From an optimization exercise on the open Yosys and OpenROAD flow, aimed at small area and a short achievable clock period; shortcuts taken in it are not production practice. Where RTL was checked, it was by simulation tests only, not by an equivalence proof against the original. Function not checked in run 5: the RTL went through the layout flow alone. Power is estimated from default activity; no workload was simulated.

File: design/flow/config.mk
export PLATFORM = sky130hd
export DESIGN_NAME = alu16_top
export DESIGN_NICKNAME = alu16_top
export VERILOG_FILES = /design/flow/design.v
export SDC_FILE = /design/flow/constraint.sdc
export NUM_CORES = 4
export LEC_CHECK = 0
export CAP_MARGIN = 20
export CORE_MARGIN = 2
export CORE_UTILIZATION = 55
export CTS_BUF_LIST = sky130_fd_sc_hd__clkbuf_4 sky130_fd_sc_hd__clkbuf_8
export SETUP_SLACK_MARGIN = 2.7
export SLEW_MARGIN = 20
export DONT_USE_CELLS += sky130_fd_sc_hd__ha_1 sky130_fd_sc_hd__ha_2 sky130_fd_sc_hd__ha_4
export BUFFER_PORTS_ARGS = -buffer_cell sky130_fd_sc_hd__buf_1
File: design/flow/constraint.sdc
create_clock -name core_clock -period 6.5 [get_ports {clk}]
set_input_delay 1.3000 -clock core_clock [delete_from_list [all_inputs] [get_ports {clk}]]
set_output_delay 1.3000 -clock core_clock [all_outputs]
set_load 0.01 [all_outputs]
File: design/flow/design.v
module fa1 (input a, input b, input ci, output s, output co);
  assign s = a ^ b ^ ci;
  assign co = (a & b) | (a & ci) | (b & ci);
endmodule
module ha1 (input a, input b, output s, output co);
  assign s = a ^ b;
  assign co = a & b;
endmodule
module adder16_7 (
    input [15:0] x,
    input [15:0] y,
    output [15:0] sum
  );
  wire [15:0] p = x ^ y;
  wire [15:0] g[0:4];
  wire [15:0] q[0:4];
  assign g[0] = x & y;
  assign q[0] = p;
  genvar l, i;
  generate for (l = 0; l < 4; l = l + 1) begin : g_lvl
    for (i = 0; i < 16; i = i + 1) begin : g_bit
      if ((i >> l) & 1) begin : g_op
        localparam integer J = ((i >> l) << l) - 1;
        assign g[l + 1][i] = g[l][i] | (q[l][i] & g[l][J]);
        assign q[l + 1][i] = q[l][i] & q[l][J];
      end else begin : g_pass
        assign g[l + 1][i] = g[l][i];
        assign q[l + 1][i] = q[l][i];
      end
    end
  end endgenerate
  assign sum = p ^ {g[4][14:0], 1'b0};
endmodule
module boolean16_9 (
    input [5:0] alufn,
    input [15:0] a,
    input [15:0] b,
    output [15:0] out
  );
  wire f_and = alufn[3:0] == 4'h8;
  wire f_or  = alufn[3:0] == 4'he;
  wire f_xor = alufn[3:0] == 4'h6;
  wire f_a   = alufn[3:0] == 4'ha;
  assign out = ({16{f_and}} & (a & b)) | ({16{f_or}} & (a | b)) |
               ({16{f_xor}} & (a ^ b)) | ({16{f_a}} & a);
endmodule
module compare16_10 (
    input eq,
    input ltf,
    input ltd,
    input d15,
    output out
  );
  assign out = eq | ltf | (ltd & d15);
endmodule
module shifter16_8 (
    input [4:0] s,
    output [15:0] fill
  );
  assign fill = s[4] ? 16'hffff : ~(16'hffff << s[3:0]);
endmodule
module bpp (input one, input two, input neg, input m1, input m0, output p);
  assign p = ((one & m1) | (two & m0)) ^ neg;
endmodule
module bppi (input one, input two, input neg, input m1, input m0, input inj, output p);
  assign p = ((one & m1) | (two & m0) | inj) ^ neg;
endmodule
module benc (input b2, input b1, input b0, input mul, input f1, input f2,
             output one, output two, output neg);
  assign one = (mul & (b1 ^ b0)) | f1;
  assign two = (mul & ((b2 & ~b1 & ~b0) | (~b2 & b1 & b0))) | f2;
  assign neg = mul & b2;
endmodule
module alu_3 (
    input  [5:0]  alufn,
    input  [15:0] a,
    input  [15:0] b,
    output [57:0] cs
  );
  wire [1:0] grp = alufn[5:4];
  wire arith = grp == 2'b00;
  wire mul   = arith & (alufn[1:0] == 2'b10);
  wire addl  = (arith & ~alufn[1]) | (grp == 2'b11);  
  wire subl  = (arith & alufn[0]) | (grp == 2'b11);   
  wire shen  = (grp == 2'b10) & ~(alufn[1] & ~alufn[0]);
  wire rsh   = (grp == 2'b10) & alufn[0];             
  wire sra   = rsh & alufn[1];
  wire [15:0] m;
  genvar gi;
  generate for (gi = 0; gi < 16; gi = gi + 1) begin : g_m
    assign m[gi] = rsh ? a[15 - gi] : a[gi];
  end endgenerate
  wire [15:0] boolr;
  boolean16_9 bu (.alufn(alufn), .a(a), .b(b), .out(boolr));
  wire [15:0] fillm;
  shifter16_8 sh (.s(b[4:0]), .fill(fillm));
  wire [15:0] yv = subl ? ~b :
                   ((arith & ~alufn[1]) ? b :
                   ((grp == 2'b01) ? boolr :
                   ((sra & a[15]) ? fillm : 16'h0000)));
  wire [16:0] bx = {b, 1'b0};
  wire [7:0] one, two, neg;
  generate for (gi = 0; gi < 8; gi = gi + 1) begin : g_booth
    wire hit = shen & ~b[4] & (b[3:1] == gi);
    benc u_enc (.b2(bx[2*gi+2]), .b1(bx[2*gi+1]), .b0(bx[2*gi]), .mul(mul),
                .f1((hit & ~b[0]) | ((gi == 0) & addl)), .f2(hit & b[0]),
                .one(one[gi]), .two(two[gi]), .neg(neg[gi]));
  end endgenerate
  wire [16:0] mx = {m, 1'b0};
  wire [15:0] pp0;
  generate for (gi = 0; gi < 16; gi = gi + 1) begin : g_pp0
    bpp u_pp (.one(one[0]), .two(two[0]), .neg(neg[0]), .m1(mx[gi + 1]), .m0(mx[gi]), .p(pp0[gi]));
  end endgenerate
  wire [13:0] pp1;
  generate for (gi = 0; gi < 14; gi = gi + 1) begin : g_pp1
    bppi u_pp (.one(one[1]), .two(two[1]), .neg(neg[1]), .m1(mx[gi + 1]), .m0(mx[gi]), .inj(yv[gi + 2]), .p(pp1[gi]));
  end endgenerate
  wire [11:0] pp2;
  generate for (gi = 0; gi < 12; gi = gi + 1) begin : g_pp2
    bpp u_pp (.one(one[2]), .two(two[2]), .neg(neg[2]), .m1(mx[gi + 1]), .m0(mx[gi]), .p(pp2[gi]));
  end endgenerate
  wire [9:0] pp3;
  generate for (gi = 0; gi < 10; gi = gi + 1) begin : g_pp3
    bpp u_pp (.one(one[3]), .two(two[3]), .neg(neg[3]), .m1(mx[gi + 1]), .m0(mx[gi]), .p(pp3[gi]));
  end endgenerate
  wire [7:0] pp4;
  generate for (gi = 0; gi < 8; gi = gi + 1) begin : g_pp4
    bpp u_pp (.one(one[4]), .two(two[4]), .neg(neg[4]), .m1(mx[gi + 1]), .m0(mx[gi]), .p(pp4[gi]));
  end endgenerate
  wire [5:0] pp5;
  generate for (gi = 0; gi < 6; gi = gi + 1) begin : g_pp5
    bpp u_pp (.one(one[5]), .two(two[5]), .neg(neg[5]), .m1(mx[gi + 1]), .m0(mx[gi]), .p(pp5[gi]));
  end endgenerate
  wire [3:0] pp6;
  generate for (gi = 0; gi < 4; gi = gi + 1) begin : g_pp6
    bpp u_pp (.one(one[6]), .two(two[6]), .neg(neg[6]), .m1(mx[gi + 1]), .m0(mx[gi]), .p(pp6[gi]));
  end endgenerate
  wire [1:0] pp7;
  generate for (gi = 0; gi < 2; gi = gi + 1) begin : g_pp7
    bpp u_pp (.one(one[7]), .two(two[7]), .neg(neg[7]), .m1(mx[gi + 1]), .m0(mx[gi]), .p(pp7[gi]));
  end endgenerate
  wire e0 = neg[0] | yv[0];
  wire cin = subl;
  wire s1, c2;
  fa1 u_s1 (.a(e0), .b(cin), .ci(pp0[0]), .s(s1), .co(c2));
  wire s3, c4;
  fa1 u_s3 (.a(neg[1]), .b(pp0[2]), .ci(pp1[0]), .s(s3), .co(c4));
  wire s5, c6;
  fa1 u_s5 (.a(neg[2]), .b(pp0[4]), .ci(pp1[2]), .s(s5), .co(c6));
  wire s7, c8;
  fa1 u_s7 (.a(pp0[5]), .b(pp1[3]), .ci(pp2[1]), .s(s7), .co(c8));
  wire s9, c10;
  fa1 u_s9 (.a(neg[3]), .b(pp0[6]), .ci(pp1[4]), .s(s9), .co(c10));
  wire s11, c12;
  fa1 u_s11 (.a(pp0[7]), .b(pp1[5]), .ci(pp2[3]), .s(s11), .co(c12));
  wire s13, c14;
  fa1 u_s13 (.a(neg[4]), .b(pp0[8]), .ci(pp1[6]), .s(s13), .co(c14));
  wire s15, c16;
  fa1 u_s15 (.a(pp2[4]), .b(pp3[2]), .ci(pp4[0]), .s(s15), .co(c16));
  wire s17, c18;
  fa1 u_s17 (.a(pp0[9]), .b(pp1[7]), .ci(pp2[5]), .s(s17), .co(c18));
  wire s19, c20;
  fa1 u_s19 (.a(neg[5]), .b(pp0[10]), .ci(pp1[8]), .s(s19), .co(c20));
  wire s21, c22;
  fa1 u_s21 (.a(pp2[6]), .b(pp3[4]), .ci(pp4[2]), .s(s21), .co(c22));
  wire s23, c24;
  fa1 u_s23 (.a(pp0[11]), .b(pp1[9]), .ci(pp2[7]), .s(s23), .co(c24));
  wire s25, c26;
  fa1 u_s25 (.a(pp3[5]), .b(pp4[3]), .ci(pp5[1]), .s(s25), .co(c26));
  wire s27, c28;
  fa1 u_s27 (.a(neg[6]), .b(pp0[12]), .ci(pp1[10]), .s(s27), .co(c28));
  wire s29, c30;
  fa1 u_s29 (.a(pp2[8]), .b(pp3[6]), .ci(pp4[4]), .s(s29), .co(c30));
  wire s31, c32;
  fa1 u_s31 (.a(pp0[13]), .b(pp1[11]), .ci(pp2[9]), .s(s31), .co(c32));
  wire s33, c34;
  fa1 u_s33 (.a(pp3[7]), .b(pp4[5]), .ci(pp5[3]), .s(s33), .co(c34));
  wire s35, c36;
  fa1 u_s35 (.a(neg[7]), .b(pp0[14]), .ci(pp1[12]), .s(s35), .co(c36));
  wire s37, c38;
  fa1 u_s37 (.a(pp2[10]), .b(pp3[8]), .ci(pp4[6]), .s(s37), .co(c38));
  wire s39, c40;
  fa1 u_s39 (.a(pp5[4]), .b(pp6[2]), .ci(pp7[0]), .s(s39), .co(c40));
  wire s41;
  fa1 u_s41 (.a(pp0[15]), .b(pp1[13]), .ci(pp2[11]), .s(s41), .co());
  wire s42;
  fa1 u_s42 (.a(pp3[9]), .b(pp4[7]), .ci(pp5[5]), .s(s42), .co());
  assign cs = {pp7[1], pp6[3], s42, s41, c40, c38, c36, s39, s37, s35, c34, c32, pp6[1], s33, s31, c30, c28, pp6[0], pp5[2], s29, s27, c26, c24, s25, s23, c22, c20, pp5[0], s21, s19, c18, pp4[1], pp3[3], s17, c16, c14, s15, s13, c12, pp3[1], s11, c10, pp3[0], pp2[2], s9, c8, s7, c6, pp2[0], s5, pp1[1], pp0[3], c4, s3, pp0[1], yv[1], c2, s1};
endmodule
module alu16_top (
    input clk,
    input [5:0] alufn,
    input [15:0] a,
    input [15:0] b,
    output reg [15:0] y
  );
  wire [57:0] cs;
  alu_3 alu (.alufn(alufn), .a(a), .b(b), .cs(cs));
  wire [1:0] grp = alufn[5:4];
  reg [57:0] cs_q;
  reg sel_sum_q, sel_rev_q, eqsel_q, ltf_q, ltd_q;
  always @(posedge clk) begin
    cs_q <= cs;
    sel_sum_q <= ~grp[1] | (~grp[0] & ~alufn[0]);    
    sel_rev_q <= (grp == 2'b10) & alufn[0];           
    eqsel_q <= (grp == 2'b11) & alufn[1] & (a == b);
    ltf_q <= (grp == 2'b11) & alufn[2] & a[15] & ~b[15];
    ltd_q <= (grp == 2'b11) & alufn[2] & ~(a[15] ^ b[15]);
  end
  wire s43 = cs_q[51] ^ cs_q[52];
  wire s44, c45;
  ha1 u_s44 (.a(cs_q[22]), .b(cs_q[23]), .s(s44), .co(c45));
  wire s46, c47;
  ha1 u_s46 (.a(cs_q[27]), .b(cs_q[28]), .s(s46), .co(c47));
  wire s48, c49;
  ha1 u_s48 (.a(cs_q[31]), .b(cs_q[32]), .s(s48), .co(c49));
  wire s50, c51;
  fa1 u_s50 (.a(cs_q[35]), .b(cs_q[36]), .ci(cs_q[37]), .s(s50), .co(c51));
  wire s52, c53;
  ha1 u_s52 (.a(cs_q[38]), .b(cs_q[39]), .s(s52), .co(c53));
  wire s54, c55;
  fa1 u_s54 (.a(cs_q[41]), .b(cs_q[42]), .ci(cs_q[43]), .s(s54), .co(c55));
  wire s56, c57;
  ha1 u_s56 (.a(cs_q[44]), .b(cs_q[45]), .s(s56), .co(c57));
  wire s58, c59;
  fa1 u_s58 (.a(cs_q[46]), .b(cs_q[47]), .ci(cs_q[48]), .s(s58), .co(c59));
  wire s60, c61;
  ha1 u_s60 (.a(cs_q[49]), .b(cs_q[50]), .s(s60), .co(c61));
  wire s62;
  fa1 u_s62 (.a(cs_q[53]), .b(cs_q[54]), .ci(cs_q[55]), .s(s62), .co());
  wire s63;
  fa1 u_s63 (.a(cs_q[56]), .b(cs_q[57]), .ci(s43), .s(s63), .co());
  wire s64, c65;
  ha1 u_s64 (.a(cs_q[12]), .b(cs_q[13]), .s(s64), .co(c65));
  wire s66, c67;
  ha1 u_s66 (.a(cs_q[16]), .b(cs_q[17]), .s(s66), .co(c67));
  wire s68, c69;
  ha1 u_s68 (.a(cs_q[19]), .b(cs_q[20]), .s(s68), .co(c69));
  wire s70, c71;
  fa1 u_s70 (.a(cs_q[24]), .b(cs_q[25]), .ci(cs_q[26]), .s(s70), .co(c71));
  wire s72, c73;
  fa1 u_s72 (.a(cs_q[29]), .b(cs_q[30]), .ci(c45), .s(s72), .co(c73));
  wire s74, c75;
  fa1 u_s74 (.a(cs_q[33]), .b(cs_q[34]), .ci(c47), .s(s74), .co(c75));
  wire s76, c77;
  fa1 u_s76 (.a(cs_q[40]), .b(c49), .ci(s52), .s(s76), .co(c77));
  wire s78, c79;
  fa1 u_s78 (.a(c53), .b(s56), .ci(c51), .s(s78), .co(c79));
  wire s80, c81;
  fa1 u_s80 (.a(c57), .b(s60), .ci(c55), .s(s80), .co(c81));
  wire s82;
  fa1 u_s82 (.a(c61), .b(c59), .ci(s62), .s(s82), .co());
  wire s83, c84;
  ha1 u_s83 (.a(cs_q[1]), .b(cs_q[2]), .s(s83), .co(c84));
  wire s85, c86;
  ha1 u_s85 (.a(cs_q[5]), .b(cs_q[6]), .s(s85), .co(c86));
  wire s87, c88;
  ha1 u_s87 (.a(cs_q[8]), .b(cs_q[9]), .s(s87), .co(c88));
  wire s89, c90;
  ha1 u_s89 (.a(cs_q[10]), .b(cs_q[11]), .s(s89), .co(c90));
  wire s91, c92;
  fa1 u_s91 (.a(cs_q[14]), .b(cs_q[15]), .ci(s64), .s(s91), .co(c92));
  wire s93, c94;
  fa1 u_s93 (.a(cs_q[18]), .b(c65), .ci(s66), .s(s93), .co(c94));
  wire s95, c96;
  fa1 u_s95 (.a(cs_q[21]), .b(c67), .ci(s68), .s(s95), .co(c96));
  wire s97, c98;
  fa1 u_s97 (.a(s44), .b(c69), .ci(s70), .s(s97), .co(c98));
  wire s99, c100;
  fa1 u_s99 (.a(s46), .b(c71), .ci(s72), .s(s99), .co(c100));
  wire s101, c102;
  fa1 u_s101 (.a(s48), .b(c73), .ci(s74), .s(s101), .co(c102));
  wire s103, c104;
  fa1 u_s103 (.a(s50), .b(c75), .ci(s76), .s(s103), .co(c104));
  wire s105, c106;
  fa1 u_s105 (.a(s54), .b(c77), .ci(s78), .s(s105), .co(c106));
  wire s107, c108;
  fa1 u_s107 (.a(s58), .b(c79), .ci(s80), .s(s107), .co(c108));
  wire s109;
  fa1 u_s109 (.a(s63), .b(c81), .ci(s82), .s(s109), .co());
  wire [15:0] sx = {c108, c106, c104, c102, c100, c98, c96, c94, c92, c90, c88, c86, cs_q[7], cs_q[4], cs_q[3], cs_q[0]};
  wire [15:0] sy = {s109, s107, s105, s103, s101, s99, s97, s95, s93, s91, s89, s87, s85, c84, s83, 1'b0};
  wire [15:0] sum;
  adder16_7 add (.x(sx), .y(sy), .sum(sum));
  wire cmp;
  compare16_10 comp (.eq(eqsel_q), .ltf(ltf_q), .ltd(ltd_q), .d15(sum[15]), .out(cmp));
  wire [15:0] rv;
  assign rv[15] = cs_q[0];
  assign rv[14] = cs_q[1] | cs_q[2] | cs_q[3];
  assign rv[13] = cs_q[4];
  assign rv[12] = cs_q[5] | cs_q[6] | cs_q[7];
  assign rv[11] = cs_q[8] | cs_q[9];
  assign rv[10] = cs_q[10] | cs_q[11];
  assign rv[9] = cs_q[12] | cs_q[13] | cs_q[14] | cs_q[15];
  assign rv[8] = cs_q[16] | cs_q[17] | cs_q[18];
  assign rv[7] = cs_q[19] | cs_q[20] | cs_q[21];
  assign rv[6] = cs_q[22] | cs_q[23] | cs_q[24] | cs_q[25] | cs_q[26];
  assign rv[5] = cs_q[27] | cs_q[28] | cs_q[29] | cs_q[30];
  assign rv[4] = cs_q[31] | cs_q[32] | cs_q[33] | cs_q[34];
  assign rv[3] = cs_q[35] | cs_q[36] | cs_q[37] | cs_q[38] | cs_q[39] | cs_q[40];
  assign rv[2] = cs_q[41] | cs_q[42] | cs_q[43] | cs_q[44] | cs_q[45];
  assign rv[1] = cs_q[46] | cs_q[47] | cs_q[48] | cs_q[49] | cs_q[50];
  assign rv[0] = cs_q[51] | cs_q[52] | cs_q[53] | cs_q[54] | cs_q[55] | cs_q[56] | cs_q[57];
  wire [15:0] res = ({16{sel_sum_q}} & sum) | ({16{sel_rev_q}} & rv) |
                    {15'd0, cmp};
  always @(posedge clk) begin
    y <= res;
  end
endmodule
File: design/flow/flow/run.sh
#!/bin/bash
# Standard layout (the standard.sh) with two changes to its settings:
# half-adder cells are kept out of synthesis (abc maps half adders to plain
# gates), and the port buffers are the smallest buffer cell.  The tools'
# output goes to standard.log here.
set -e
cat >> "$FLOW_CONFIG" <<'EOC'
export DONT_USE_CELLS += sky130_fd_sc_hd__ha_1 sky130_fd_sc_hd__ha_2 sky130_fd_sc_hd__ha_4
export BUFFER_PORTS_ARGS = -buffer_cell sky130_fd_sc_hd__buf_1
EOC
bash standard.sh > standard.log 2>&1
File: design/flow/standard.sh
#!/bin/bash
# synth_recipe.tcl (not shown) runs the flow's synth.tcl, then flattens the netlist and writes it again
# the make line also repeats each setting of config.mk as NAME=value (left out here)
make -C /OpenROAD-flow-scripts/flow DESIGN_CONFIG=/design/flow/config.mk WORK_HOME=/design/flow/orfs CLKGATE_MAP_FILE= SYNTH_SCRIPT=/design/flow/synth_recipe.tcl "${@:-finish}"
==> run_results.csv, run 1 <==
group,metric,value,unit
detailed_routing,wl_per_cell,19.98,µm
critical_path,cp_common_cell,"nor2_1",
synthesis,synth_area_leaders,"dfxtp_1 (24%), xnor2_1 (13%), fa_1 (12%)",
clocking,clk_pin_slew_worst_paths,80,ps
floorplan,io_pins,55,
detailed_routing,viasPerCell,6.192,
sta,rsz0062_at_grt,"true",
detailed_routing,vias,6043,
sta,setup-tns-final,0,ps
critical_path,crit_cells,9,
detailed_routing,dr.pass1.iters,5,
synthesis,synth-async-reset-ratio,0,%
sta,fmax,267.7,MHz
clocking,h-tree-depth,3,
detailed_routing,ant_nets,0,
synthesis,netlist_instances,802,
critical_path,worstSetupStartpoint,"b[2]",
synthesis,synth_area_per_cell,8.273,µm²
detailed_routing,drt_iter0_markers,423,
critical_path,cpPeakStageDelay,690,ps
clocking,ctsLongestPathBuffers,2,
placed_design,io_buffers,54,
detailed_routing,finalWirelength,19500,µm
clocking,clkSinkCount,79,
synthesis,syn_area,0.006635,mm²
power_and_ir_drop,p_total,1.595,mW
synthesis,syn-num-nets,881,
sta,setup_viol,0,
detailed_routing,drc,0,
critical_path,cp_data_arrival_time,3970,ps
synthesis,netlist.area_leader.share,23.84,%
placed_design,place_ws,1804,ps
synthesis,yosysTopAreaCell,"dfxtp_1",
status,outcome,"finished clean",
sta,finalHoldViolations,0,
global_routing,grt_antenna_before_repair,0,
floorplan,die_w,113.8,µm
floorplan,die_y,113.8,µm
global_routing,grt_pass1_wl,31380,µm
critical_path,r2r_slack,3240,ps
floorplan,initial_core_util,55.70,%
clocking,cts_tree,"built",
critical_path,crit_required,6730,ps
synthesis,ys_seq_area_share,23.84,%
floorplan,num_rows,40,
critical_path,crit_buf_inv,3,
cells_and_area,diodes,0,
sta,period_needed,3735,ps
critical_path,worstPathMaxFanout,18,
cells_and_area,final_nets,903,
sta,layout_setup_ws,2765,ps
placed_design,place_congestion,0.9269,
power_and_ir_drop,power_density,221.5,mW/mm²
placed_design,place_hpwl,14830,µm
critical_path,cp_top_family,"buffers and inverters",
power_and_ir_drop,leakage,2.723,nW
clocking,clkLatencyLatePin,360,ps
cells_and_area,drive_above_1_share,7.479,%
global_routing,grt_max_degree,27,
critical_path,timing.rr.end,"y[15]$_DFF_P_",
placed_design,placed_cell_area,0.006899,mm²
sta,skew,8.234,ps
power_and_ir_drop,ir_drop,102.5,µV
flow_run,cap_violations,0,
critical_path,r2r_start,"cs_q[26]$_DFF_P_",
cells_and_area,area_delta_synth_final,8.561,%
hold_path,hold_class,"reg -> reg",
sta,drv_slew,0,
critical_path,rr_worst_depth,10,
critical_path,crit_chain,"buf_1, nor2_1, inv_1, nor2_1, a221oi_1, buf_4, o22ai_1, xnor2_1, fa_1",
cells_and_area,nFillCells,1117,
critical_path,startpoint_type,"primary input",
critical_path,critical_path.endpoint,"cs_q[8]$_DFF_P_",
floorplan,die-area,0.01296,mm²
sta,min_period_over_period,57.46,%
synthesis,ys.flop_type,"dfxtp_1",
cells_and_area,fin_area,0.007203,mm²
critical_path,cp_slowest_cell,"buf_1",
critical_path,criticalPathCategory,"in -> reg",
cells_and_area,utilization,60.47,%
sta,worst_pin_slew,918.7,ps
synthesis,synth_edf_count,0,
placed_design,dp_cells,959,
synthesis,ys_warn_count,2,
sta,max-slew-margin-rel,37.00,%
synthesis,synth_common_cells,"xnor2_1 (95), dfxtp_1 (79), nand2_1 (71)",
synthesis,synth.ff_latch_count,79,
sta,hold_slack,489.7,ps
synthesis,synth.most_common_cell,"xnor2_1",
global_routing,grt_use_total,30.88,%
clocking,tritoncts.num_buffers,9,
synthesis,synth_cell_types,64,
clocking,cts_root_buf,"clkbuf_8",
global_routing,gr-total-overflow,0,
cells_and_area,finalNonFillerCells,976,
floorplan,core,0.01191,mm²
global_routing,grt_pass1_vias,5984,
critical_path,cp-end-kind,"flop",
## metal layers
| layer | part of all wire, % | global-route usage [%] | up-vias |
|---|---|---|---|
| met3 | 4.7 | 3.082 | 58 |
| met2 | 49 | 53.45 | 245 |
| met4 | 4.0 | 15.04 | 0 |
| met1 | 42 | 38.64 | 2901 |
| met5 | 0 | 0 | - |
| li1 | - | - | 2839 |
## cells by family (layout without fill, tap and decap cells)
group	after synthesis	in the layout	synth area share [%]
AOI/OAI and AO/OA	237	237	23.59
xor gates and xnor gates	137	137	18.20
adders and majority gates	42	42	12.37
buffers and inverters	110	137	6.355
DFF	79	79	23.84
muxes	18	18	2.715
and+or+nand+nor	179	179	12.94
## how the worst min path moves through the flow
stage	slack, ps	end	cells past startpoint	start
floorplan	430	y[0]$_DFF_P_	2	ltf_q$_DFF_P_
global placement	480	y[5]$_DFF_P_	2	cs_q[30]$_DFF_P_
detailed placement	480	y[5]$_DFF_P_	2	cs_q[30]$_DFF_P_
CTS	500	y[5]$_DFF_P_	2	cs_q[30]$_DFF_P_
global route	540	y[4]$_DFF_P_	2	cs_q[34]$_DFF_P_
finish	490	y[5]$_DFF_P_	2	cs_q[30]$_DFF_P_
## area by class of cell
type                       count  area (µm²)  share of cell area, %
clock buffer                   9       123.9                  1.720
clock inverter                 7       72.57                  1.007
inverter                      54       206.4                  2.866
multi-input combinational    613        4726                  65.61
sequential                    79        1582                  21.96
tap                          147       183.9                  2.553
timing repair buffer          67       309.0                  4.290
## power breakdown
part           internal [mW]  total (mW)  switching [mW]
sequential             0.568       0.619          0.0512
clock                  0.178       0.362           0.184
combinational          0.252       0.614           0.362
## cells in the final DEF (no fill, tap or decap), drive strengths merged, types with 4 or more instances in the layout
cell / synthesis / routed
or4: 4 / 4
clkbuf: 48 / 13
nand2b: 4 / 4
mux2i: 18 / 18
o21ai: 61 / 61
nor2b: 11 / 11
a21oi: 22 / 22
or2: 4 / 4
fa: 40 / 40
o31ai: 7 / 7
nand2: 71 / 71
xor2: 42 / 42
o221ai: 12 / 12
buf: 8 / 63
a31oi: 4 / 4
nor2: 38 / 38
a32oi: 14 / 14
xnor2: 95 / 95
dfxtp: 79 / 79
a21o: 9 / 9
nand3: 8 / 8
a22oi: 6 / 6
nor4: 5 / 5
o211ai: 16 / 16
o22ai: 63 / 63
nor3: 7 / 7
and2: 12 / 12
inv: 53 / 54
## flip-flops by register name, summed over array words and instances, names as in the netlist
register and flops:
eqsel_q 1, y 16, sel_sum_q 1, ltf_q 1, cs_q 58, ltd_q 1
sel_rev_q 1
## worst min-delay path: cells and delay by family, from the launching register on
kind | cells | cell delay, ps
AO/OA/AOI/OAI | 2 | 130
flip-flops | 1 | 330
## timing repair
item	CTS	global route
gates resized for setup	13	18
buffers inserted	1	0
hold buffers	0	0
setup endpoints to repair	41	33
pin swaps	1	0
hold endpoints to repair	0	0
==> run 2, diff against run 1 <==
--- a/design/flow/config.mk
+++ b/design/flow/config.mk
@@ -7,9 +7,9 @@
 export LEC_CHECK = 0
 export CAP_MARGIN = 20
 export CORE_MARGIN = 2
-export CORE_UTILIZATION = 55
+export CORE_UTILIZATION = 68
 export CTS_BUF_LIST = sky130_fd_sc_hd__clkbuf_4 sky130_fd_sc_hd__clkbuf_8
-export SETUP_SLACK_MARGIN = 2.7
+export SETUP_SLACK_MARGIN = 3.0
 export SLEW_MARGIN = 20
 export DONT_USE_CELLS += sky130_fd_sc_hd__ha_1 sky130_fd_sc_hd__ha_2 sky130_fd_sc_hd__ha_4
 export BUFFER_PORTS_ARGS = -buffer_cell sky130_fd_sc_hd__buf_1
==> run 2 against run 1 <==
  * Still clean
  * Maximum frequency up 6.8%
  * Routed wire length up 1.9%
  * Setup slack better by 240 ps
  * Die area down 18%
  * Flip-flop and latch count unchanged
  * Synthesized cell count unchanged
  * Clock power up 15%
  * Total power up 5.1%
  * Critical path type unchanged
  * Largest power group is now combinational cells
==> run_results.csv, run 2 <==
group,metric,value,unit
cells_and_area,nFillCells,686,
synthesis,synth_area_per_cell,8.273,µm²
clocking,clkSinkCount,79,
status,outcome,"finished clean",
synthesis,yosys.area_share.adder,12.37,%
detailed_routing,drc,0,
floorplan,io_pins,55,
critical_path,cp-end-kind,"flop",
cells_and_area,final_nets,922,
detailed_routing,drt_iter0_markers,681,
sta,rsz0062_at_grt,"true",
power_and_ir_drop,ir_drop,122.7,µV
cells_and_area,seq_area,0.001582,mm²
flow_run,cap_violations,0,
synthesis,syn-num-nets,881,
clocking,h-tree-depth,3,
clocking,tritoncts.num_buffers,9,
synthesis,synth_cell_types,64,
cells_and_area,drive_above_1_share,11.44,%
global_routing,grt_use_total,38.32,%
synthesis,synth_top_family_by_area,"compound AO/OA/AOI/OAI gates",
synthesis,synth_edf_count,0,
clocking,ctsLongestPathBuffers,2,
synthesis,synthMuxAreaShare,2.715,%
floorplan,die-area,0.01056,mm²
cells_and_area,multi_input_area,0.004861,mm²
detailed_routing,finalWirelength,19880,µm
critical_path,startpoint_type,"primary input",
synthesis,synthSimpleGateAreaFrac,12.94,%
floorplan,core,0.009639,mm²
placed_design,io_buffers,54,
critical_path,criticalPathCategory,"in -> reg",
cells_and_area,largest_register_ffs,58,
placed_design,dp_cells,948,
sta,finalHoldViolations,0,
cells_and_area,layout_common_cells,"xnor2_1 (95), dfxtp_1 (79), nand2_1 (68), o22ai_1 (63), o21ai_0 (56)",
synthesis,ys_warn_count,2,
global_routing,grt_pass1_wl,30950,µm
synthesis,synth.most_common_cell,"xnor2_1",
sta,setup_viol,0,
clocking,clkLatencyLatePin,360,ps
global_routing,grt_pass1_vias,6194,
synthesis,ys.flop_type,"dfxtp_1",
synthesis,synth_area_leaders,"dfxtp_1 (24%), xnor2_1 (13%), fa_1 (12%)",
floorplan,die_w,102.8,µm
cells_and_area,reg.largest.list,"cs_q (58), y (16)",
critical_path,crit_required,6750,ps
detailed_routing,vias,6369,
synthesis,synth.ff_latch_count,79,
sta,worst_pin_slew,772.4,ps
sta,drv_slew,0,
synthesis,synth-xor-area-share,18.20,%
placed_design,place_congestion,0.9903,
floorplan,die_y,102.8,µm
synthesis,syn_area,0.006635,mm²
synthesis,netlist.area_leader.share,23.84,%
cells_and_area,regMostFlops,"cs_q",
cells_and_area,final_common_cell,"xnor2_1",
global_routing,grt_antenna_before_repair,0,
hold_path,hold_class,"reg -> reg",
detailed_routing,ant_nets,0,
detailed_routing,wl_per_cell,20.27,µm
synthesis,ys_seq_area_share,23.84,%
critical_path,worstPathMaxFanout,12,
global_routing,gr-total-overflow,0,
detailed_routing,dr.pass1.iters,8,
critical_path,rr_worst_depth,10,
sta,min_period_over_period,53.83,%
clocking,cts_root_buf,"clkbuf_8",
cells_and_area,diodes,0,
floorplan,num_rows,36,
synthesis,synth_compound_area_share,23.59,%
sta,max-slew-margin-rel,47.18,%
synthesis,synth_common_cells,"xnor2_1 (95), dfxtp_1 (79), nand2_1 (71)",
synthesis,synth-async-reset-ratio,0,%
power_and_ir_drop,power_density,223.2,mW/mm²
hold_path,whs_path_depth,2,
clocking,cts_tree,"built",
critical_path,cp_data_arrival_time,3750,ps
sta,period_needed,3499,ps
clocking,clk_pin_slew_worst_paths,80,ps
sta,skew,6.474,ps
cells_and_area,area_delta_synth_final,13.24,%
placed_design,place_hpwl,14250,µm
synthesis,yosysTopAreaCell,"dfxtp_1",
detailed_routing,viasPerCell,6.492,
floorplan,initial_core_util,68.83,%
power_and_ir_drop,leakage,2.847,nW
cells_and_area,finalNonFillerCells,981,
global_routing,grt_max_degree,27,
sta,fmax,285.8,MHz
synthesis,netlist_instances,802,
sta,setup-tns-final,0,ps
-- run 2: cells by family (layout without fill, tap and decap cells) --
| family | after synthesis | after routing |
|---|---|---|
| flip-flops | 79 | 79 |
| XOR/XNOR | 137 | 137 |
| AO/OA/AOI/OAI | 237 | 237 |
| AND/OR/NAND/NOR | 179 | 179 |
| adder cells (fa/ha/maj) | 42 | 42 |
| buffers and inverters | 110 | 156 |
| multiplexers | 18 | 18 |
-- run 2: worst max-delay path: stages --
cell and delay (ps):
buf_1 190, buf_6 170, nand2b_4 70, nand3b_1 260
nor4_2 110, o21a_1 230, a21oi_4 340, o22ai_1 140
nor2_1 200, xor2_1 290, fa_1 440
-- run 2: per-layer routing --
metal / vias to the layer above / share of wire (%) / track usage (%)
met4: 0 / 5.1 / 19.23
li1: 2892 / - / -
met5: - / 0 / 0
met2: 423 / 49 / 66.31
met3: 97 / 8.3 / 6.508
met1: 2957 / 38 / 46.07
-- run 2: final timing paths --
check	endpoint	start	slack [ps]
worst max-delay path	cs_q[37]$_DFF_P_	alufn[1]	3000
worst min-delay path	y[7]$_DFF_P_	cs_q[21]$_DFF_P_	500
worst min register to register	y[7]$_DFF_P_	cs_q[21]$_DFF_P_	500
worst max register to register	y[15]$_DFF_P_	cs_q[24]$_DFF_P_	3210
-- run 2: final cells by class --
class / count / area share [%]
clock buffers: 11 / 1.932
flip-flops and latches: 79 / 21.05
well taps: 133 / 2.215
repair buffers: 86 / 6.245
inverters: 54 / 2.781
multi-input cells: 613 / 64.70
clock inverters: 5 / 1.082
-- run 2: power breakdown --
part / leakage, nW / switching, mW / total (mW) / internal (mW)
Clock: 0.113 / 0.184 / 0.415 / 0.231
Combinational: 2.08 / 0.380 / 0.642 / 0.262
Sequential: 0.653 / 0.0512 / 0.619 / 0.568
Total: 2.85 / 0.615 / 1.68 / 1.06
-- run 2: repair_timing --
action,4_1_cts,5_1_grt
endpoints found under the setup margin,46,38
buffers inserted,3,11
cloned,1,2
hold buffers,0,0
pin swaps,1,7
gates resized for setup,30,26
-- run 2: metrics by stage --
stage	power, mW	worst slack, ps	util, %	hold WS (ps)	area (µm²)
after global placement	1.203	1911	71.69	469.6	6910
after floorplan	1.075	3012	-	427.4	6664
after detailed placement	1.236	1865	71.77	481.3	6918
after global routing	1.783	2947	77.95	530.5	7513
final	1.677	3001	77.95	502.0	7513
after CTS	1.653	3009	75.92	500.5	7318
==> run 3, diff against run 2 <==
==> design/flow/config.mk (replaced) <==
export PLATFORM = sky130hd
export DESIGN_NAME = alu16_top
export DESIGN_NICKNAME = alu16_top
export VERILOG_FILES = /design/flow/design.v
export SDC_FILE = /design/flow/constraint.sdc
export NUM_CORES = 4
export LEC_CHECK = 0
export ABC_AREA = 1
export CAP_MARGIN = 0
export CORE_MARGIN = 2
export CORE_UTILIZATION = 55
export CTS_BUF_LIST = sky130_fd_sc_hd__clkbuf_4 sky130_fd_sc_hd__clkbuf_8
export SETUP_SLACK_MARGIN = 3.0
export SLEW_MARGIN = 0
export DONT_USE_CELLS += sky130_fd_sc_hd__ha_1 sky130_fd_sc_hd__ha_2 sky130_fd_sc_hd__ha_4
export BUFFER_PORTS_ARGS = -buffer_cell sky130_fd_sc_hd__buf_1
==> run 3 against run 2 <==
  * Sequential power shrank 2%
  * Critical path type unchanged
  * Total power down 1.8%
  * Register-to-register slack improved by 280 ps
  * First-iteration DRC count is 21% lower
==> run_results.csv, run 3 <==
group,metric,value,unit
sta,max-slew-margin-rel,33.02,%
synthesis,synthMuxAreaShare,0,%
critical_path,worstSetupStartpoint,"alufn[5]",
critical_path,cp_top_family,"compound AO/OA/AOI/OAI gates",
power_and_ir_drop,ir_drop,91.62,µV
sta,fmax,296.1,MHz
critical_path,r2r_slack,3490,ps
sta,skew,11.34,ps
power_and_ir_drop,power_switching,0.6636,mW
global_routing,busiest_layer,"met2",
power_and_ir_drop,leakage,4.134,nW
floorplan,io_pins,55,
cells_and_area,final_nets,1263,
critical_path,cpPeakStageDelay,580,ps
sta,setup-tns-final,0,ps
critical_path,criticalPathCategory,"in -> reg",
detailed_routing,drt_iter0_markers,536,
cells_and_area,drive_above_1_share,6.897,%
synthesis,synth_area_per_cell,6.350,µm²
flow_run,cap_violations,0,
floorplan,core,0.01309,mm²
critical_path,r2r_start,"cs_q[22]$_DFF_P_",
synthesis,synth-xor-area-share,8.283,%
status,outcome,"finished clean",
critical_path,critical_path.endpoint,"cs_q[49]$_DFF_P_",
sta,drv_slew,0,
synthesis,synthSimpleGateAreaFrac,32.93,%
synthesis,synth_cell_types,40,
critical_path,cp_slowest_cell,"o21ai_1",
detailed_routing,ant_nets,0,
floorplan,die-area,0.01420,mm²
clocking,tritoncts.num_buffers,9,
floorplan,die_w,119.2,µm
detailed_routing,wl_per_cell,16.12,µm
power_and_ir_drop,comb_power_share,39.9,%
critical_path,worstPathMaxFanout,26,
sta,min_period_over_period,51.96,%
cells_and_area,finalNonFillerCells,1365,
power_and_ir_drop,sw_frac_of_total,40.32,%
power_and_ir_drop,power.share.sequential,37.0,%
sta,finalHoldViolations,0,
global_routing,use_met2,56.90,%
cells_and_area,final_common_cell,"nand2_1",
critical_path,crit_chain,"buf_1, inv_2, nor2_2, nand2_4, o21ai_1, inv_1, o22ai_1, xor2_1, fa_1",
global_routing,grt_antenna_before_repair,0,
clocking,ctsHoldBuffers,0,
synthesis,synth_area_leaders,"dfxtp_1 (22%), nand2_1 (19%), fa_1 (11%)",
sta,period_needed,3378,ps
synthesis,synth_common_cells,"nand2_1 (370), inv_1 (144), nor2_1 (80)",
placed_design,placed_cell_area,0.007576,mm²
floorplan,num_rows,42,
detailed_routing,dr.pass1.iters,5,
power_and_ir_drop,p_total,1.646,mW
floorplan,initial_core_util,55.76,%
synthesis,synth_compound_area_share,15.49,%
global_routing,grt_max_degree,27,
power_and_ir_drop,clkPwrFrac,23.0,%
synthesis,yosys.area_share.adder,10.98,%
critical_path,cp-end-kind,"flop",
synthesis,synth.most_common_cell,"nand2_1",
critical_path,crit_buf_inv,3,
global_routing,met3_usage,3.688,%
global_routing,grt_pass1_wl,35710,µm
synthesis,ys_warn_count,2,
detailed_routing,vias,7309,
floorplan,die_y,119.2,µm
synthesis,ys_seq_area_share,21.68,%
synthesis,synth.ff_latch_count,79,
global_routing,gr-total-overflow,0,
cells_and_area,utilization,59.94,%
detailed_routing,finalWirelength,22000,µm
sta,worst_pin_slew,1001,ps
cells_and_area,largest_register_ffs,58,
critical_path,crit_cells,9,
clocking,cts_root_buf,"clkbuf_8",
global_routing,grt_pass1_vias,6838,
detailed_routing,drc,0,
critical_path,cp_data_arrival_time,3610,ps
synthesis,netlist_instances,1149,
critical_path,crit_required,6730,ps
sta,setup_viol,0,
clocking,clkSinkCount,79,
cells_and_area,fin_area,0.007844,mm²
clocking,clkLatencyLatePin,360,ps
cells_and_area,regMostFlops,"cs_q",
synthesis,syn_area,0.007296,mm²
synthesis,netlist.area_leader.share,21.68,%
cells_and_area,layout_common_cells,"nand2_1 (367), inv_1 (143), nand3_1 (79), dfxtp_1 (79), nor2_1 (78)",
global_routing,met1_usage,41.15,%
global_routing,grt_use_total,32.03,%
clocking,clk_pin_slew_worst_paths,80,ps
placed_design,io_buffers,54,
cells_and_area,reg.largest.list,"cs_q (58), y (16)",
power_and_ir_drop,power_density,209.8,mW/mm²
cells_and_area,area_delta_synth_final,7.512,%
detailed_routing,viasPerCell,5.355,
sta,rsz0062_at_grt,"false",
clocking,cts_tree,"built",
synthesis,ys.flop_type,"dfxtp_1",
critical_path,timing.rr.end,"y[0]$_DFF_P_",
placed_design,place_hpwl,17680,µm
power_and_ir_drop,intPower,0.9824,mW
cells_and_area,diodes,0,
synthesis,syn-num-nets,1228,
synthesis,synth_edf_count,0,
synthesis,synth_top_family_by_area,"simple AND/OR/NAND/NOR gates",
critical_path,rr_worst_depth,15,
clocking,ctsLongestPathBuffers,2,
placed_design,dp_cells,1348,
placed_design,place_congestion,1.007,
synthesis,yosysTopAreaCell,"dfxtp_1",
hold_path,hold_class,"reg -> reg",
cells_and_area,nFillCells,1360,
clocking,h-tree-depth,3,
synthesis,synth-async-reset-ratio,0,%
critical_path,startpoint_type,"primary input",
run 3: changes by cell type in the layout (fill, tap and decap cells not counted), moves of 12 or more:
cell	before	now
nand2_1	68	367
inv_1	52	143
xnor2_1	95	7
nand3_1	6	79
nor2_1	36	78
o22ai_1	63	33
o21ai_1	2	28
buf_4	26	4
xor2_1	41	62
inv_2	0	19
a32oi_1	12	0
o221ai_1	12	0
run 3: worst min path at each step:
stage,startpoint,end,slack [ps],cells after the start
finish,eqsel_q$_DFF_P_,y[0]$_DFF_P_,450,2
floorplan,ltf_q$_DFF_P_,y[0]$_DFF_P_,410,2
detailed placement,eqsel_q$_DFF_P_,y[0]$_DFF_P_,430,2
global route,eqsel_q$_DFF_P_,y[0]$_DFF_P_,480,2
global placement,eqsel_q$_DFF_P_,y[0]$_DFF_P_,430,2
CTS,eqsel_q$_DFF_P_,y[0]$_DFF_P_,450,2
run 3: repair_timing:
item	CTS	global route
endpoints found under the setup margin	44	34
gates resized for setup	11	13
pin swaps	1	1
cloned	0	0
setup buffers	1	0
run 3: logic make-up (layout without fill, tap and decap cells):
logic type               after synthesis  after routing
buffers and inverters                197            237
AO/OA/AOI/OAI                        187            187
XOR/XNOR                              69             69
AND/OR/NAND/NOR                      577            577
flip-flops                            79             79
adder cells (fa/ha/maj)               40             40
run 3: through the flow:
step | hold slack (ps) | setup WS [ps]
6_report | 449.4 | 3122
5_1_grt | 476.7 | 3016
4_1_cts | 450.1 | 2978
3_5_place_dp | 433.5 | 2007
3_3_place_gp | 427.2 | 2119
2_1_floorplan | 407.7 | 3389
run 3: cell type report:
cell class                      count  area (µm²)  area share [%]
Clock inverter                      5       56.30          0.7178
Sequential cell                    79        1582           20.16
Tap cell                          176       220.2           2.807
Clock buffer                       11       145.1           1.850
Timing Repair Buffer               58       241.5           3.079
Inverter                          163       611.8           7.800
Multi-Input combinational cell    873        4987           63.58
run 3: layer usage:
metal  wire length (µm)  share of wire [%]
met1               9447                 43
met2              10970                 50
met3               1165                5.3
met4                418                1.9
met5                  0                  0
run 3: worst min-delay path: cells and delay by family, from the launching register on:
family / cells / cell delay, ps
AOI/OAI and AO/OA: 1 / 50
DFF: 1 / 320
and+or+nand+nor: 1 / 50
run 3: power by group through the flow:
| stage | clock network [mW] | registers, mW | logic (mW) |
|---|---|---|---|
| 2_1_floorplan | 0 | 0.628 | 0.463 |
| 4_1_cts | 0.385 | 0.609 | 0.655 |
| 5_1_grt | 0.401 | 0.618 | 0.754 |
| 3_3_place_gp | 0 | 0.620 | 0.639 |
| 3_5_place_dp | 0 | 0.621 | 0.651 |
| 6_report | 0.379 | 0.609 | 0.657 |
==> run 4, diff against run 3 <==
--- a/design/flow/config.mk
+++ b/design/flow/config.mk
@@ -5,7 +5,6 @@
 export SDC_FILE = /design/flow/constraint.sdc
 export NUM_CORES = 4
 export LEC_CHECK = 0
-export ABC_AREA = 1
 export CAP_MARGIN = 0
 export CORE_MARGIN = 2
 export CORE_UTILIZATION = 55
==> run 4 against run 3 <==
  * Clock-buffer cell count up 1
  * Largest power group unchanged
  * Critical path depth up 1
  * Die area decreased by 8.8%
==> run_results.csv, run 4 <==
group,metric,value,unit
sta,setup_viol,0,
hold_path,hold_class,"reg -> reg",
synthesis,synth_common_cells,"xnor2_1 (95), dfxtp_1 (79), nand2_1 (71)",
sta,max-slew-margin-rel,45.53,%
placed_design,place_ws,1782,ps
cells_and_area,utilization,63.32,%
cells_and_area,finalNonFillerCells,1000,
clocking,clkSinkCount,79,
detailed_routing,finalWirelength,20670,µm
detailed_routing,dr.pass1.iters,5,
global_routing,grt_pass1_wl,31800,µm
power_and_ir_drop,p_total,1.586,mW
cells_and_area,seq_area,0.001582,mm²
synthesis,synth-async-reset-ratio,0,%
flow_run,cap_violations,0,
floorplan,num_rows,40,
cells_and_area,largest_register_ffs,58,
placed_design,place_hpwl,14720,µm
power_and_ir_drop,leakage,2.858,nW
sta,min_period_over_period,52.94,%
sta,setup-tns-final,0,ps
floorplan,io_pins,55,
critical_path,cp_slowest_cell,"clkdlybuf4s18_2",
critical_path,startpoint_type,"primary input",
synthesis,synth_edf_count,0,
global_routing,grt_antenna_before_repair,0,
synthesis,ys_warn_count,2,
placed_design,dp_cells,957,
critical_path,crit_required,6730,ps
power_and_ir_drop,power_density,210.3,mW/mm²
floorplan,die_y,113.8,µm
clocking,clkLatencyLatePin,350,ps
detailed_routing,drc,0,
synthesis,synth.most_common_cell,"xnor2_1",
synthesis,yosysTopAreaCell,"dfxtp_1",
detailed_routing,vias,6295,
floorplan,die-area,0.01296,mm²
cells_and_area,area_delta_synth_final,13.67,%
critical_path,cp-end-kind,"flop",
synthesis,synth_area_leaders,"dfxtp_1 (24%), xnor2_1 (13%), fa_1 (12%)",
sta,finalHoldViolations,0,
detailed_routing,viasPerCell,6.295,
floorplan,die_w,113.8,µm
cells_and_area,regMostFlops,"cs_q",
placed_design,io_buffers,54,
synthesis,netlist_instances,802,
sta,fmax,290.6,MHz
placed_design,place_congestion,0.9141,
floorplan,initial_core_util,55.70,%
clocking,cts_tree,"built",
synthesis,ys.flop_type,"dfxtp_1",
detailed_routing,ant_nets,0,
clocking,tritoncts.num_buffers,9,
critical_path,worstPathMaxFanout,19,
clocking,h-tree-depth,3,
synthesis,netlist.area_leader.share,23.84,%
synthesis,ys_seq_area_share,23.84,%
clocking,clk_pin_slew_worst_paths,70,ps
sta,layout_setup_ws,3059,ps
cells_and_area,final_nets,928,
synthesis,synth_cell_types,64,
cells_and_area,multi_input_area,0.004892,mm²
status,outcome,"finished clean",
detailed_routing,wl_per_cell,20.67,µm
critical_path,cpPeakStageDelay,500,ps
synthesis,synth_area_per_cell,8.273,µm²
global_routing,grt_pass1_vias,5889,
global_routing,grt_use_total,31.78,%
clocking,ctsLongestPathBuffers,2,
clocking,cts_root_buf,"clkbuf_8",
critical_path,cp_data_arrival_time,3670,ps
detailed_routing,drt_iter0_markers,614,
synthesis,syn-num-nets,881,
synthesis,syn_area,0.006635,mm²
cells_and_area,reg.largest.list,"cs_q (58), y (16)",
sta,period_needed,3441,ps
global_routing,gr-total-overflow,0,
sta,skew,8.383,ps
sta,worst_pin_slew,796.5,ps
floorplan,core,0.01191,mm²
cells_and_area,diodes,0,
global_routing,grt_max_degree,24,
power_and_ir_drop,ir_drop,94.74,µV
synthesis,synth.ff_latch_count,79,
cells_and_area,nFillCells,1055,
cells_and_area,drive_above_1_share,12.54,%
sta,drv_slew,0,
sta,rsz0062_at_grt,"false",
cells_and_area,final_common_cell,"xnor2_1",
critical_path,crit_chain,"clkdlybuf4s18_2, nor2b_1, o211ai_1, a21oi_1, o31a_1, o221ai_1, o21ai_0, nor2_1, xor2_1, fa_1",
critical_path,criticalPathCategory,"in -> reg",
cells_and_area,layout_common_cells,"xnor2_1 (95), dfxtp_1 (79), nand2_1 (68), o22ai_1 (63), o21ai_0 (56)",
## run 4: what timing repair did
item | CTS | global route
pin swaps | 2 | 2
gates cloned | 2 | 3
hold buffers | 0 | 0
setup endpoints to repair | 47 | 32
gates resized for setup | 45 | 26
buffers inserted | 4 | 19
## run 4: worst paths after layout
check	slack, ps	cells past startpoint	endpoint	start
worst min-delay path	500	2	y[7]$_DFF_P_	cs_q[21]$_DFF_P_
worst min register to register	500	2	y[7]$_DFF_P_	cs_q[21]$_DFF_P_
worst max-delay path	3060	10	cs_q[8]$_DFF_P_	b[4]
worst max register to register	3220	10	y[0]$_DFF_P_	cs_q[26]$_DFF_P_
## run 4: layout make-up
cell class / count / area share [%]
clock buffers: 12 / 2.024
clock inverters: 3 / 0.2654
inverters: 54 / 2.770
multi-input cells: 615 / 64.86
flip-flops and latches: 79 / 20.97
well taps: 147 / 2.439
repair buffers: 90 / 6.669
## run 4: power by group
part	switching [mW]	internal (mW)
logic	0.375	0.267
registers	0.0485	0.568
clock network	0.173	0.155
total	0.596	0.990
## run 4: metal layers
| layer | up-vias | track usage (%) | part of all wire [%] |
|---|---|---|---|
| li1 | 2904 | - | - |
| met1 | 2943 | 40.85 | 40 |
| met2 | 371 | 53.81 | 49 |
| met3 | 77 | 2.976 | 6.7 |
| met4 | 0 | 15.61 | 4.6 |
| met5 | - | 0 | 0 |
## run 4: cells by family after synthesis
kind of cell	synth area share [%]
xor+xnor	18.20
flops	23.84
compound gates	23.59
buf+inv	6.355
fa+ha+maj	12.37
simple gates	12.94
mux	2.715
## run 4: worst max-delay path: cells and delay by family
family | cells | cell delay [ps]
AOI/OAI and AO/OA | 5 | 940
buffers and inverters | 1 | 500
adders and majority gates | 1 | 430
and+or+nand+nor | 2 | 290
xor gates and xnor gates | 1 | 200
## run 4: stage by stage
step	hold slack [ps]	instance area, µm²
6_report	503.4	7542
5_1_grt	532.8	7542
4_1_cts	502.9	7332
3_5_place_dp	482.6	6898
3_3_place_gp	476.3	6898
2_1_floorplan	427.4	6664
==> run 5, diff against run 4 <==
--- a/design/flow/design.v
+++ b/design/flow/design.v
@@ -207,79 +207,80 @@
     ltf_q <= (grp == 2'b11) & alufn[2] & a[15] & ~b[15];
     ltd_q <= (grp == 2'b11) & alufn[2] & ~(a[15] ^ b[15]);
   end
-  wire s43 = cs_q[51] ^ cs_q[52];
-  wire s44, c45;
-  ha1 u_s44 (.a(cs_q[22]), .b(cs_q[23]), .s(s44), .co(c45));
-  wire s46, c47;
-  ha1 u_s46 (.a(cs_q[27]), .b(cs_q[28]), .s(s46), .co(c47));
-  wire s48, c49;
-  ha1 u_s48 (.a(cs_q[31]), .b(cs_q[32]), .s(s48), .co(c49));
-  wire s50, c51;
-  fa1 u_s50 (.a(cs_q[35]), .b(cs_q[36]), .ci(cs_q[37]), .s(s50), .co(c51));
-  wire s52, c53;
-  ha1 u_s52 (.a(cs_q[38]), .b(cs_q[39]), .s(s52), .co(c53));
-  wire s54, c55;
-  fa1 u_s54 (.a(cs_q[41]), .b(cs_q[42]), .ci(cs_q[43]), .s(s54), .co(c55));
-  wire s56, c57;
-  ha1 u_s56 (.a(cs_q[44]), .b(cs_q[45]), .s(s56), .co(c57));
-  wire s58, c59;
-  fa1 u_s58 (.a(cs_q[46]), .b(cs_q[47]), .ci(cs_q[48]), .s(s58), .co(c59));
-  wire s60, c61;
-  ha1 u_s60 (.a(cs_q[49]), .b(cs_q[50]), .s(s60), .co(c61));
-  wire s62;
-  fa1 u_s62 (.a(cs_q[53]), .b(cs_q[54]), .ci(cs_q[55]), .s(s62), .co());
-  wire s63;
-  fa1 u_s63 (.a(cs_q[56]), .b(cs_q[57]), .ci(s43), .s(s63), .co());
-  wire s64, c65;
-  ha1 u_s64 (.a(cs_q[12]), .b(cs_q[13]), .s(s64), .co(c65));
-  wire s66, c67;
-  ha1 u_s66 (.a(cs_q[16]), .b(cs_q[17]), .s(s66), .co(c67));
-  wire s68, c69;
-  ha1 u_s68 (.a(cs_q[19]), .b(cs_q[20]), .s(s68), .co(c69));
-  wire s70, c71;
-  fa1 u_s70 (.a(cs_q[24]), .b(cs_q[25]), .ci(cs_q[26]), .s(s70), .co(c71));
-  wire s72, c73;
-  fa1 u_s72 (.a(cs_q[29]), .b(cs_q[30]), .ci(c45), .s(s72), .co(c73));
-  wire s74, c75;
-  fa1 u_s74 (.a(cs_q[33]), .b(cs_q[34]), .ci(c47), .s(s74), .co(c75));
-  wire s76, c77;
-  fa1 u_s76 (.a(cs_q[40]), .b(c49), .ci(s52), .s(s76), .co(c77));
-  wire s78, c79;
-  fa1 u_s78 (.a(c53), .b(s56), .ci(c51), .s(s78), .co(c79));
-  wire s80, c81;
-  fa1 u_s80 (.a(c57), .b(s60), .ci(c55), .s(s80), .co(c81));
-  wire s82;
-  fa1 u_s82 (.a(c61), .b(c59), .ci(s62), .s(s82), .co());
+  wire s43, c44;
+  ha1 u_s43 (.a(cs_q[22]), .b(cs_q[23]), .s(s43), .co(c44));
+  wire s45, c46;
+  ha1 u_s45 (.a(cs_q[27]), .b(cs_q[28]), .s(s45), .co(c46));
+  wire s47, c48;
+  ha1 u_s47 (.a(cs_q[31]), .b(cs_q[32]), .s(s47), .co(c48));
+  wire s49, c50;
+  fa1 u_s49 (.a(cs_q[35]), .b(cs_q[36]), .ci(cs_q[37]), .s(s49), .co(c50));
+  wire s51, c52;
+  ha1 u_s51 (.a(cs_q[38]), .b(cs_q[39]), .s(s51), .co(c52));
+  wire s53, c54;
+  fa1 u_s53 (.a(cs_q[41]), .b(cs_q[42]), .ci(cs_q[43]), .s(s53), .co(c54));
+  wire s55, c56;
+  ha1 u_s55 (.a(cs_q[44]), .b(cs_q[45]), .s(s55), .co(c56));
+  wire s57, c58;
+  fa1 u_s57 (.a(cs_q[46]), .b(cs_q[47]), .ci(cs_q[48]), .s(s57), .co(c58));
+  wire s59, c60;
+  ha1 u_s59 (.a(cs_q[49]), .b(cs_q[50]), .s(s59), .co(c60));
+  wire s61, c62;
+  ha1 u_s61 (.a(cs_q[12]), .b(cs_q[13]), .s(s61), .co(c62));
+  wire s63, c64;
+  ha1 u_s63 (.a(cs_q[16]), .b(cs_q[17]), .s(s63), .co(c64));
+  wire s65, c66;
+  ha1 u_s65 (.a(cs_q[19]), .b(cs_q[20]), .s(s65), .co(c66));
+  wire s67, c68;
+  fa1 u_s67 (.a(cs_q[24]), .b(cs_q[25]), .ci(cs_q[26]), .s(s67), .co(c68));
+  wire s69, c70;
+  fa1 u_s69 (.a(cs_q[29]), .b(cs_q[30]), .ci(c44), .s(s69), .co(c70));
+  wire s71, c72;
+  fa1 u_s71 (.a(cs_q[33]), .b(cs_q[34]), .ci(c46), .s(s71), .co(c72));
+  wire s73, c74;
+  fa1 u_s73 (.a(cs_q[40]), .b(c48), .ci(s51), .s(s73), .co(c74));
+  wire s75, c76;
+  fa1 u_s75 (.a(c52), .b(s55), .ci(c50), .s(s75), .co(c76));
+  wire s77, c78;
+  fa1 u_s77 (.a(c56), .b(s59), .ci(c54), .s(s77), .co(c78));
+  wire s79, c80;
+  ha1 u_s79 (.a(cs_q[1]), .b(cs_q[2]), .s(s79), .co(c80));
+  wire s81, c82;
+  ha1 u_s81 (.a(cs_q[5]), .b(cs_q[6]), .s(s81), .co(c82));
   wire s83, c84;
-  ha1 u_s83 (.a(cs_q[1]), .b(cs_q[2]), .s(s83), .co(c84));
+  ha1 u_s83 (.a(cs_q[8]), .b(cs_q[9]), .s(s83), .co(c84));
   wire s85, c86;
-  ha1 u_s85 (.a(cs_q[5]), .b(cs_q[6]), .s(s85), .co(c86));
+  ha1 u_s85 (.a(cs_q[10]), .b(cs_q[11]), .s(s85), .co(c86));
   wire s87, c88;
-  ha1 u_s87 (.a(cs_q[8]), .b(cs_q[9]), .s(s87), .co(c88));
+  fa1 u_s87 (.a(cs_q[14]), .b(cs_q[15]), .ci(s61), .s(s87), .co(c88));
   wire s89, c90;
-  ha1 u_s89 (.a(cs_q[10]), .b(cs_q[11]), .s(s89), .co(c90));
+  fa1 u_s89 (.a(cs_q[18]), .b(c62), .ci(s63), .s(s89), .co(c90));
   wire s91, c92;
-  fa1 u_s91 (.a(cs_q[14]), .b(cs_q[15]), .ci(s64), .s(s91), .co(c92));
+  fa1 u_s91 (.a(cs_q[21]), .b(c64), .ci(s65), .s(s91), .co(c92));
   wire s93, c94;
-  fa1 u_s93 (.a(cs_q[18]), .b(c65), .ci(s66), .s(s93), .co(c94));
+  fa1 u_s93 (.a(s43), .b(c66), .ci(s67), .s(s93), .co(c94));
   wire s95, c96;
-  fa1 u_s95 (.a(cs_q[21]), .b(c67), .ci(s68), .s(s95), .co(c96));
+  fa1 u_s95 (.a(s45), .b(c68), .ci(s69), .s(s95), .co(c96));
   wire s97, c98;
-  fa1 u_s97 (.a(s44), .b(c69), .ci(s70), .s(s97), .co(c98));
+  fa1 u_s97 (.a(s47), .b(c70), .ci(s71), .s(s97), .co(c98));
   wire s99, c100;
-  fa1 u_s99 (.a(s46), .b(c71), .ci(s72), .s(s99), .co(c100));
+  fa1 u_s99 (.a(s49), .b(c72), .ci(s73), .s(s99), .co(c100));
   wire s101, c102;
-  fa1 u_s101 (.a(s48), .b(c73), .ci(s74), .s(s101), .co(c102));
+  fa1 u_s101 (.a(s53), .b(c74), .ci(s75), .s(s101), .co(c102));
   wire s103, c104;
-  fa1 u_s103 (.a(s50), .b(c75), .ci(s76), .s(s103), .co(c104));
-  wire s105, c106;
-  fa1 u_s105 (.a(s54), .b(c77), .ci(s78), .s(s105), .co(c106));
-  wire s107, c108;
-  fa1 u_s107 (.a(s58), .b(c79), .ci(s80), .s(s107), .co(c108));
-  wire s109;
-  fa1 u_s109 (.a(s63), .b(c81), .ci(s82), .s(s109), .co());
-  wire [15:0] sx = {c108, c106, c104, c102, c100, c98, c96, c94, c92, c90, c88, c86, cs_q[7], cs_q[4], cs_q[3], cs_q[0]};
-  wire [15:0] sy = {s109, s107, s105, s103, s101, s99, s97, s95, s93, s91, s89, s87, s85, c84, s83, 1'b0};
+  fa1 u_s103 (.a(s57), .b(c76), .ci(s77), .s(s103), .co(c104));
+  wire p105 = cs_q[51] ^ cs_q[52];
+  wire p106 = cs_q[53] ^ cs_q[54];
+  wire p107 = cs_q[55] ^ cs_q[56];
+  wire p108 = cs_q[57] ^ p105;
+  wire p109 = p106 ^ p107;
+  wire p110 = c60 ^ p108;
+  wire p111 = p109 ^ c58;
+  wire p112 = p110 ^ p111;
+  wire p113 = p112 ^ c78;
+  wire p114 = p113 ^ c104;
+  wire [15:0] sx = {p114, c102, c100, c98, c96, c94, c92, c90, c88, c86, c84, c82, cs_q[7], cs_q[4], cs_q[3], cs_q[0]};
+  wire [15:0] sy = {1'b0, s103, s101, s99, s97, s95, s93, s91, s89, s87, s85, s83, s81, c80, s79, 1'b0};
   wire [15:0] sum;
   adder16_7 add (.x(sx), .y(sy), .sum(sum));
   wire cmp;
--- a/design/flow/config.mk
+++ b/design/flow/config.mk
@@ -5,11 +5,11 @@
 export SDC_FILE = /design/flow/constraint.sdc
 export NUM_CORES = 4
 export LEC_CHECK = 0
-export CAP_MARGIN = 0
+export CAP_MARGIN = 20
 export CORE_MARGIN = 2
 export CORE_UTILIZATION = 55
 export CTS_BUF_LIST = sky130_fd_sc_hd__clkbuf_4 sky130_fd_sc_hd__clkbuf_8
 export SETUP_SLACK_MARGIN = 3.0
-export SLEW_MARGIN = 0
+export SLEW_MARGIN = 20
 export DONT_USE_CELLS += sky130_fd_sc_hd__ha_1 sky130_fd_sc_hd__ha_2 sky130_fd_sc_hd__ha_4
 export BUFFER_PORTS_ARGS = -buffer_cell sky130_fd_sc_hd__buf_1
==> run 5 against run 4 <==
  * Largest cell class unchanged
  * Synthesized area up 3.3%
  * Global-route usage grew 0.41 points
  * Cell area grew 2.0%
  * Cell count grew 0.90%
  * Setup slack lost 13 ps
  * Non-clock buffer count decreased by 14
  * Die area increased by 3.2%
  * Highest routed layer unchanged
  * Sequential share of layout area fell by 0.41 points
  * Maximum frequency down 0.37%
  * Clock-buffer cell count stayed put
==> run_results.csv, run 5 <==
group,metric,value,unit
synthesis,synth.most_common_cell,"xnor2_1",
synthesis,ys.flop_type,"dfxtp_1",
clocking,cts_tree,"built",
placed_design,place_ws,1616,ps
floorplan,num_rows,40,
synthesis,synth.ff_latch_count,79,
critical_path,r2r_slack,3340,ps
critical_path,cp_slowest_cell,"mux2i_1",
synthesis,synth-async-reset-ratio,0,%
floorplan,io_pins,55,
synthesis,synthSimpleGateAreaFrac,11.92,%
cells_and_area,final_common_cell,"xnor2_1",
placed_design,place_hpwl,15490,µm
global_routing,grt_max_degree,28,
hold_path,min-delay-start,"cs_q[34]$_DFF_P_",
cells_and_area,utilization,63.51,%
synthesis,synth_common_cells,"xnor2_1 (100), dfxtp_1 (79), o22ai_1 (61)",
floorplan,die_w,115.6,µm
cells_and_area,diodes,0,
critical_path,startpoint_type,"primary input",
detailed_routing,dr.pass1.iters,5,
detailed_routing,drt_iter0_markers,529,
critical_path,criticalPathCategory,"in -> reg",
detailed_routing,viasPerCell,6.239,
synthesis,synth_area_leaders,"dfxtp_1 (23%), xnor2_1 (13%), fa_1 (12%)",
hold_path,holdPathEnd,"y[4]$_DFF_P_",
global_routing,grt_use_total,32.18,%
critical_path,worstPathMaxFanout,12,
critical_path,r2r_start,"cs_q[28]$_DFF_P_",
flow_run,cap_violations,0,
clocking,tritoncts.num_buffers,9,
clocking,ctsLongestPathBuffers,2,
power_and_ir_drop,power_density,240.0,mW/mm²
critical_path,crit_cells,7,
sta,drv_slew,0,
placed_design,io_buffers,54,
detailed_routing,wl_per_cell,20.92,µm
clocking,clk_pin_slew_worst_paths,70,ps
critical_path,cp_top_family,"multiplexers",
synthesis,synth_edf_count,0,
sta,skew,13.77,ps
synthesis,ys_seq_area_share,23.07,%
synthesis,synth_top_family_by_area,"compound AO/OA/AOI/OAI gates",
global_routing,grt_pass1_wl,32900,µm
cells_and_area,drive_above_1_share,11.41,%
critical_path,cpPeakStageDelay,570,ps
synthesis,yosys.area_share.adder,11.98,%
sta,setup-tns-final,0,ps
synthesis,syn-num-nets,888,
clocking,h-tree-depth,3,
cells_and_area,reg.largest.list,"cs_q (58), y (16)",
sta,fmax,289.5,MHz
sta,setup_viol,0,
synthesis,syn_area,0.006854,mm²
critical_path,crit_required,6730,ps
cells_and_area,regMostFlops,"cs_q",
sta,max-slew-margin-rel,40.37,%
global_routing,grt_antenna_before_repair,0,
power_and_ir_drop,ir_drop,107.9,µV
sta,period_needed,3454,ps
cells_and_area,final_nets,916,
synthesis,ys_warn_count,2,
clocking,clkLatencyLatePin,350,ps
critical_path,cp_data_arrival_time,3680,ps
sta,min_period_over_period,53.14,%
floorplan,initial_core_util,56.59,%
sta,rsz0062_at_grt,"false",
floorplan,die-area,0.01337,mm²
placed_design,placed_cell_area,0.007089,mm²
synthesis,synth-xor-area-share,17.76,%
status,outcome,"finished clean",
synthesis,netlist_instances,809,
hold_path,hold_class,"reg -> reg",
clocking,clkSinkCount,79,
synthesis,netlist.area_leader.share,23.07,%
global_routing,grt_pass1_vias,6117,
cells_and_area,nFillCells,1121,
global_routing,gr-total-overflow,0,
cells_and_area,area_delta_synth_final,12.23,%
synthesis,synth_area_per_cell,8.472,µm²
power_and_ir_drop,leakage,2.848,nW
detailed_routing,drc,0,
power_and_ir_drop,p_total,1.847,mW
critical_path,timing.rr.end,"y[13]$_DFF_P_",
critical_path,rr_worst_depth,10,
hold_path,whs_path_depth,2,
synthesis,synth_compound_area_share,23.57,%
cells_and_area,layout_common_cells,"xnor2_1 (100), dfxtp_1 (79), o22ai_1 (60), nand2_1 (56), inv_1 (52)",
synthesis,synthMuxAreaShare,5.002,%
critical_path,crit_chain,"buf_2, and3b_4, buf_4, mux2i_1, o221ai_1, xnor2_1, fa_1",
synthesis,synth_cell_types,65,
placed_design,place_congestion,0.9748,
sta,layout_setup_ws,3046,ps
synthesis,yosysTopAreaCell,"dfxtp_1",
clocking,cts_root_buf,"clkbuf_8",
sta,worst_pin_slew,871.9,ps
floorplan,die_y,115.6,µm
detailed_routing,ant_nets,0,
critical_path,crit_buf_inv,2,
cells_and_area,largest_register_ffs,58,
detailed_routing,vias,6295,
floorplan,core,0.01211,mm²
sta,finalHoldViolations,0,
detailed_routing,finalWirelength,21110,µm
cells_and_area,fin_area,0.007692,mm²
critical_path,cp-end-kind,"flop",
## run 5: changes by cell type in the layout (fill, tap and decap cells not counted), sizes merged, moves of 7 or more
cell | before | now
o21ai | 61 | 49
nand2 | 71 | 59
nor2b | 12 | 5
buf | 86 | 71
nor2 | 38 | 31
o211ai | 16 | 8
mux2i | 18 | 32
## run 5: area by class of cell
cell class / count / area (µm²) / area share (%)
multi-input combinational: 618 / 5050 / 65.65
sequential: 79 / 1582 / 20.56
timing repair buffer: 76 / 431.7 / 5.612
tap: 168 / 210.2 / 2.733
inverter: 53 / 203.9 / 2.651
clock buffer: 12 / 146.4 / 1.903
clock inverter: 3 / 68.82 / 0.8946
## run 5: worst max path at each step
stage,to,startpoint
finish,cs_q[33]$_DFF_P_,alufn[4]
CTS,cs_q[13]$_DFF_P_,alufn[1]
global placement,cs_q[17]$_DFF_P_,alufn[5]
global route,cs_q[17]$_DFF_P_,b[7]
detailed placement,cs_q[17]$_DFF_P_,alufn[5]
floorplan,cs_q[13]$_DFF_P_,alufn[0]
## run 5: worst reg2reg max path, stage by stage, from the launching register on
cell and delay (ps):
dfxtp_1 410, nand2_1 100, fa_1 550, inv_1 50, fa_1 570, xor2_1 280
nor3b_1 390, o21ai_0 160, o221a_2 280, xnor2_1 160, o21ai_0 90
## run 5: layer usage
metal / routed length [µm] / global-route usage, % / up-vias
met4: 1030 / 16.59 / 0
met1: 8664 / 40.89 / 2965
met5: 0 / 0 / -
met3: 1372 / 3.975 / 75
met2: 10040 / 53.92 / 322
li1: - / - / 2933
## run 5: power by group
part / internal, mW / total (mW) / switching, mW
clock: 0.228 / 0.399 / 0.170
sequential: 0.575 / 0.627 / 0.0522
combinational: 0.348 / 0.821 / 0.473
## run 5: repair_timing
action | 4_1_cts | 5_1_grt
hold buffers | 0 | 0
pin swaps | 4 | 2
setup buffers | 9 | 1
cloned | 1 | 1
hold endpoints to repair | 0 | 0
gates resized for setup | 40 | 30
endpoints found under the setup margin | 49 | 37
## run 5: stage by stage
stage               hold slack, ps  std cells
CTS                          489.9       1007
floorplan                    409.9        809
global placement             462.9        982
global route                 514.1       1009
finish                       482.7       1009
detailed placement           470.5        982
## run 5: logic make-up after synthesis
logic type / after synthesis
and+or+nand+nor: 163
xor gates and xnor gates: 139
AOI/OAI and AO/OA: 239
muxes: 34
DFF: 79
adders and majority gates: 42
buffers and inverters: 113

Check on run 5: ideal ports give 3.046 ns setup slack; a clkbuf_16 on the clock port and buf_2 on the inputs give 3.065 ns; moving port delays by the midpoint clock arrival (0.379 ns) as well gives 2.686 ns.
